What follows belongs to an exercise in optimizing a design on an open flow for small area, a short achievable clock period and few clock cycles; a production flow would make more cautious choices.
The RTL was checked by simulation tests, not by an equivalence proof against the original design.
Power and IR drop assume default switching activity.

09-26:
==> flow/design.v <==
module ellipse_generator
#(
parameter  int  BITS_RES            = 12,
parameter  int  BITS_RAD            = BITS_RES - 1,
parameter  bit  USE_ALTERA_IP       = 0
)
(
  input logic                        clk,
  input logic                        reset,
  input logic                        enable,
  input logic                        run,
  input logic         [1:0]          quadrant,
  input logic                        ellipse_filled,
  input logic  signed [BITS_RES-1:0] Xc,
  input logic  signed [BITS_RES-1:0] Yc,
  input logic  signed [BITS_RES-1:0] Xr,
  input logic  signed [BITS_RES-1:0] Yr,
  input logic                        ena_pause,
  output logic                       busy,
  output logic signed [BITS_RES:0]   X_coord,
  output logic signed [BITS_RES:0]   Y_coord,
  output logic                       pixel_data_rdy,
  output logic                       ellipse_complete
);
localparam logic [3:0] S_IDLE  = 4'd0,
                       S_SQ    = 4'd1,    
                       S_S1    = 4'd2,    
                       S_S2    = 4'd3,    
                       S_MUL   = 4'd4,    
                       S_T1    = 4'd5,    
                       S_T2    = 4'd6,    
                       S_T3    = 4'd7,    
                       S_ARC   = 4'd8,    
                       S_FLAT  = 4'd9,    
                       S_POINT = 4'd10,   
                       S_END   = 4'd11;   
logic [3:0]         st;
logic               inv, filled, freeze, rdy, busy_int;
logic [1:0]         q;
logic [3:0]         cnt;
logic signed [11:0] x, y;
logic signed [11:0] xc, yc;
logic [10:0]        a, b;
logic [34:0]        A;
logic [34:0]        C;
logic [34:0]        pm;
logic [21:0]        ry2;
logic [22:0]        s2;
logic ena, step, go;
logic ak, bk;
assign pixel_data_rdy = rdy && !ena_pause;
assign busy           = busy_int || run;
assign ena            = enable && !(ena_pause && rdy);
assign step = !pm[34];                  
logic [35:0] g1, g2, g3, gs;
always_comb begin
  g1 = {13'd0, ry2};
  g2 = {12'd0, s2, 1'b0};
  g3 = ~{C[34], C};
  gs = (g1 ^ g2 ^ g3) + {((g1 & g2) | (g1 & g3) | (g2 & g3)), 1'b1};
end
assign go = !gs[35];
logic signed [11:0] a_s;
assign a_s = {1'b0, a};
logic flat_ok, flat_last, arc_exit, half_end, draw;
assign draw      = (st == S_ARC) && !freeze;
assign flat_ok   = (y < 2) && (a_s >= x);
assign flat_last = (x[10:0] == a);
assign arc_exit  = (draw && !go) || (st == S_T3 && a < 2);
assign half_end  = (arc_exit && !flat_ok) || (st == S_FLAT && flat_last);
logic do_step, emit, arc_hold;
assign do_step  = draw && go;
assign arc_hold = (st == S_ARC) && (freeze || !go);
assign emit    = do_step || (st == S_FLAT);
logic [34:0] a_in, a_op, a_n;
logic        a_c;
always_comb begin
  a_in = A; a_op = 35'd0; a_c = 1'b0;
  case (st)
    S_SQ:  begin a_in = {A[33:0], 1'b0}; a_op = ak ? 35'(a) : 35'd0; end
    S_T1:  begin a_in = {2'b00, A[34:2]}; a_op = 35'(ry2); a_c = A[1]; end
    S_T2:  begin a_in = 35'd0; a_op = 35'(ry2); end
    S_T3:  a_op = {12'd0, ry2, 1'b0};
    S_ARC: a_op = {12'd0, ry2, 1'b0};
    default: ;
  endcase
  a_n = a_in + a_op + 35'(a_c);
end
logic [34:0] c_in, c_op, c_n;
logic        c_c;
always_comb begin
  c_in = C; c_op = 35'd0; c_c = 1'b0;
  case (st)
    S_SQ:  begin c_in = {C[33:0], 1'b0}; c_op = bk ? 35'(b) : 35'd0; end
    S_S1:  c_op = A;
    S_MUL: begin c_in = {C[33:0], 1'b1}; c_op = bk ? ~A : 35'd0; c_c = bk; end
    S_T1:  begin c_in = {C[33:0], 1'b1}; c_op = {11'd0, s2, 1'b0}; end
    S_T2:  begin c_op = 35'(ry2); c_c = 1'b1; end
    S_ARC: c_op = step ? {11'd0, s2, 1'b0} : {12'd0, ry2, 1'b0};
    default: ;
  endcase
  c_n = c_in + c_op + 35'(c_c);
end
logic [34:0] p_in, p_op, p_n;
always_comb begin
  p_in = pm; p_op = 35'd0;
  case (st)
    S_T1:  begin p_in = 35'd0; p_op = C; end
    S_T2:  p_op = A;
    S_ARC: p_op = step ? C : A;
    default: ;
  endcase
  p_n = p_in + p_op;
end
logic signed [11:0] dx, dy;
logic signed [12:0] xc13, mx, my;
always_comb begin
  dx = inv ? y : x;
  dy = inv ? x : y;
  mx = 13'(xc) + 13'(q[0] ? ~dx : dx) + 13'(q[0]);
  my = 13'(yc) + 13'(q[1] ? ~dy : dy) + 13'(q[1]);
  xc13 = 13'(xc);
end
always_ff @(posedge clk or posedge reset) begin
  if (reset) begin
    st               <= S_IDLE;
    rdy              <= 1'b0;
    busy_int         <= 1'b0;
    ellipse_complete <= 1'b0;
    freeze           <= 1'b0;
  end else if (ena) begin
    case (st)
      S_IDLE: begin
        ellipse_complete <= 1'b0;
        busy_int         <= run;
        if (run) st <= (Xr == 0 && Yr == 0) ? S_POINT : S_SQ;
      end
      S_SQ:    if (cnt == 0) st <= S_S1;
      S_S1:    st <= S_S2;
      S_S2:    st <= S_MUL;
      S_MUL:   if (cnt == 0) st <= S_T1;
      S_T1:    st <= S_T2;
      S_T2:    st <= S_T3;
      S_T3:    if (a >= 2) st <= S_ARC;
      S_POINT: st <= S_END;
      S_END: begin
        ellipse_complete <= 1'b1;
        busy_int         <= 1'b0;
        st               <= S_IDLE;
      end
      default: ;
    endcase
    if (st == S_ARC) begin
      if (freeze) begin
        if (X_coord == xc13) freeze <= 1'b0;
      end else if (go) begin
        if (filled && (inv || step)) freeze <= 1'b1;
      end
    end
    rdy <= emit || (st == S_POINT) || (st == S_ARC && freeze);
    if (arc_exit && flat_ok) st <= S_FLAT;
    if (half_end) begin
      if (!inv) st <= S_SQ;
      else begin
        ellipse_complete <= !(st == S_FLAT);
        st               <= (st == S_FLAT) ? S_END : S_IDLE;
        busy_int         <= (st == S_FLAT);
      end
    end
  end
end
always_ff @(posedge clk) begin
  if (ena) begin
    if (st == S_IDLE && run) begin
      xc     <= Xc;
      yc     <= Yc;
      q      <= quadrant;
      a      <= Xr[10:0];
      b      <= Yr[10:0];
      filled <= ellipse_filled;
      inv    <= 1'b0;
    end
    if (half_end && !inv) begin
      inv <= 1'b1;
      a   <= b;
      b   <= a;
    end
    if ((st == S_IDLE) || (half_end && !inv) || st == S_S2) cnt <= 4'd10;
    else if (st == S_SQ || st == S_MUL)                     cnt <= cnt - 1'd1;
    if (st == S_IDLE) begin
      ak <= Xr[10];
      bk <= Yr[10];
    end else if (half_end && !inv) begin
      ak <= b[10];
      bk <= a[10];
    end else if (st == S_S2) begin
      bk <= b[10];
    end else if ((st == S_SQ || st == S_MUL) && cnt != 0) begin
      ak <= a[cnt - 1'd1];
      bk <= b[cnt - 1'd1];
    end
    if ((st == S_IDLE) || (half_end && !inv)) A <= 35'd0;
    else if (!arc_hold)                       A <= a_n;
    if ((st == S_IDLE) || (half_end && !inv)) C <= 35'd0;
    else if (st == S_S2)                      C <= '1;
    else if (!arc_hold)                       C <= c_n;
    if (!arc_hold) pm <= p_n;
    if (st == S_S1) ry2 <= C[21:0];
    if (st == S_S2) s2  <= C[22:0];
    if (st == S_S2) begin
      x <= 0;
      y <= {1'b0, b};
    end else begin
      if (do_step || st == S_FLAT) x <= x + 1'd1;
      if (do_step && step)         y <= y - 1'd1;
      if (arc_exit && flat_ok)     y <= 0;
    end
    if (st == S_POINT) begin
      X_coord <= xc13;
      Y_coord <= 13'(yc);
    end else if (st == S_ARC && freeze) begin
      if (X_coord > xc13) X_coord <= X_coord - 1'd1;
      if (X_coord < xc13) X_coord <= X_coord + 1'd1;
    end else if (emit) begin
      X_coord <= mx;
      Y_coord <= my;
    end
  end
end
endmodule
export LEC_CHECK = 0
export CAP_MARGIN = 20
export CORE_MARGIN = 2
export CORE_UTILIZATION = 55
export SETUP_SLACK_MARGIN = 3.0
export SLEW_MARGIN = 20
create_clock -name core_clock -period 7.5 [get_ports {clk}]
run.sh (not shown) runs the stock make flow with config.mk's settings and CLKGATE_MAP_FILE= SYNTH_SCRIPT=/design/flow/synth_recipe.tcl, a recipe that flattens the netlist after the stock synthesis.
Testbench counts of 09-26, summed over its fixed seeds: cycles 342,742.
> inputs changed (09-26 -> 01-28)
Settings: swapping 55 for 40 in CORE_UTILIZATION.
- 01-28 completed; timing, DRC and antenna clean
- On 01-28: estimated wirelength of the detail-placed design is about 2.5% higher than what 09-26 gave.
- The standby leakage power of 01-28 was inferior to that of 09-26.
- Per the comparison of 01-28 with 09-26, hold slack fell 0.034 ns, routed length per instance fell 3.1%.
- Against 09-26, final non-filler cell total in 01-28 rose by a few percent.
- 01-28 against 09-26: final setup slack of the worst path lower; required time of the critical path higher; total wirelength of the detailed-routed design higher.

---

the reference run:
Another version of the RTL of ellipse_generator (not shown whole).
For scale: roughly 2,200 cells after synthesis, about 240 flip-flops, about 20,000 um^2 of cells after synthesis.
Settings: LEC_CHECK=0, CAP_MARGIN=20, CORE_MARGIN=2, CORE_UTILIZATION=40, SETUP_SLACK_MARGIN=3.5, SLEW_MARGIN=20; clock period 7.5 ns.
Testbench counts of the reference run, summed over its fixed seeds: cycles 338,622.
Edits applied to the flow inputs when going from the reference run to the trial run:
# the reference run
export LEC_CHECK = 0
export CAP_MARGIN = 20
export CORE_MARGIN = 2
export CORE_UTILIZATION = 40
export SETUP_SLACK_MARGIN = 3.5
export SLEW_MARGIN = 20
create_clock -name core_clock -period 7.5 [get_ports {clk}]
# the trial run
export LEC_CHECK = 0
export ABC_CLOCK_PERIOD_IN_PS = 4500
export CAP_MARGIN = 20
export CORE_MARGIN = 2
export CORE_UTILIZATION = 40
export SETUP_SLACK_MARGIN = 2.5
export SLEW_MARGIN = 20
create_clock -name core_clock -period 7.5 [get_ports {clk}]
Results
- Floorplan row count of the reference run is on par with the trial run.
- Comparing the trial run and the reference run, the higher clock buffer instance count of the final layout is on the reference run.
- Routed wire length: the trial run < the reference run
- The trial run reports a lower total track usage than the reference run does.
- What the trial run reported for count of cells resized by post-cts repair has to be multiplied by 4.3 to get the figure for the reference run.
- The trial run has via count of the first global-routing pass below what the reference run had.
- On the trial run: total power density per cell area is 3.0 nW/um^2 higher than what the reference run gave.

afterwards: timing with drivers on the ports:
No port has a modelled driver above. Below, the same layouts with a new extraction and two added sets of constraints. Step 1 sets driving cells, clkbuf_16 on the clock port and buf_2 on the other inputs (assumed; they add their load-dependent delay and slew). Step 2 times the ports against the registers' clock, not the clock port: input delays grow and output delays shrink by t, the midpoint of the rising clock arrivals with the driver on. Slacks: no drivers / after step 1 / after step 2; pairs: no drivers / after step 1.
run | t (ns) | setup WS [ns] | worst hold slack (ns) | latest minus earliest clock arrival (ns) | worst data-port slew with drivers (ns)
09-26 | 0.599 | 3.080 / 3.058 / 3.058 | 0.536 / 0.536 / 0.536 | 0.015 / 0.015 | 0.07
01-28 | 0.601 | 3.031 / 3.031 / 3.031 | 0.502 / 0.502 / 0.502 | 0.034 / 0.034 | 0.06
the reference run | 0.654 | 2.305 / 2.251 / 2.597 | 0.536 / 0.536 / 0.536 | 0.025 / 0.024 | 0.07
the trial run | 0.641 | 2.245 / 2.193 / 2.524 | 0.543 / 0.543 / 0.543 | 0.035 / 0.034 | 0.05
After both steps setup and hold are still met in every run listed. The setup slack of 09-26, which loses most, moves by -0.022 ns with the drivers and by -0.022 ns with both steps.
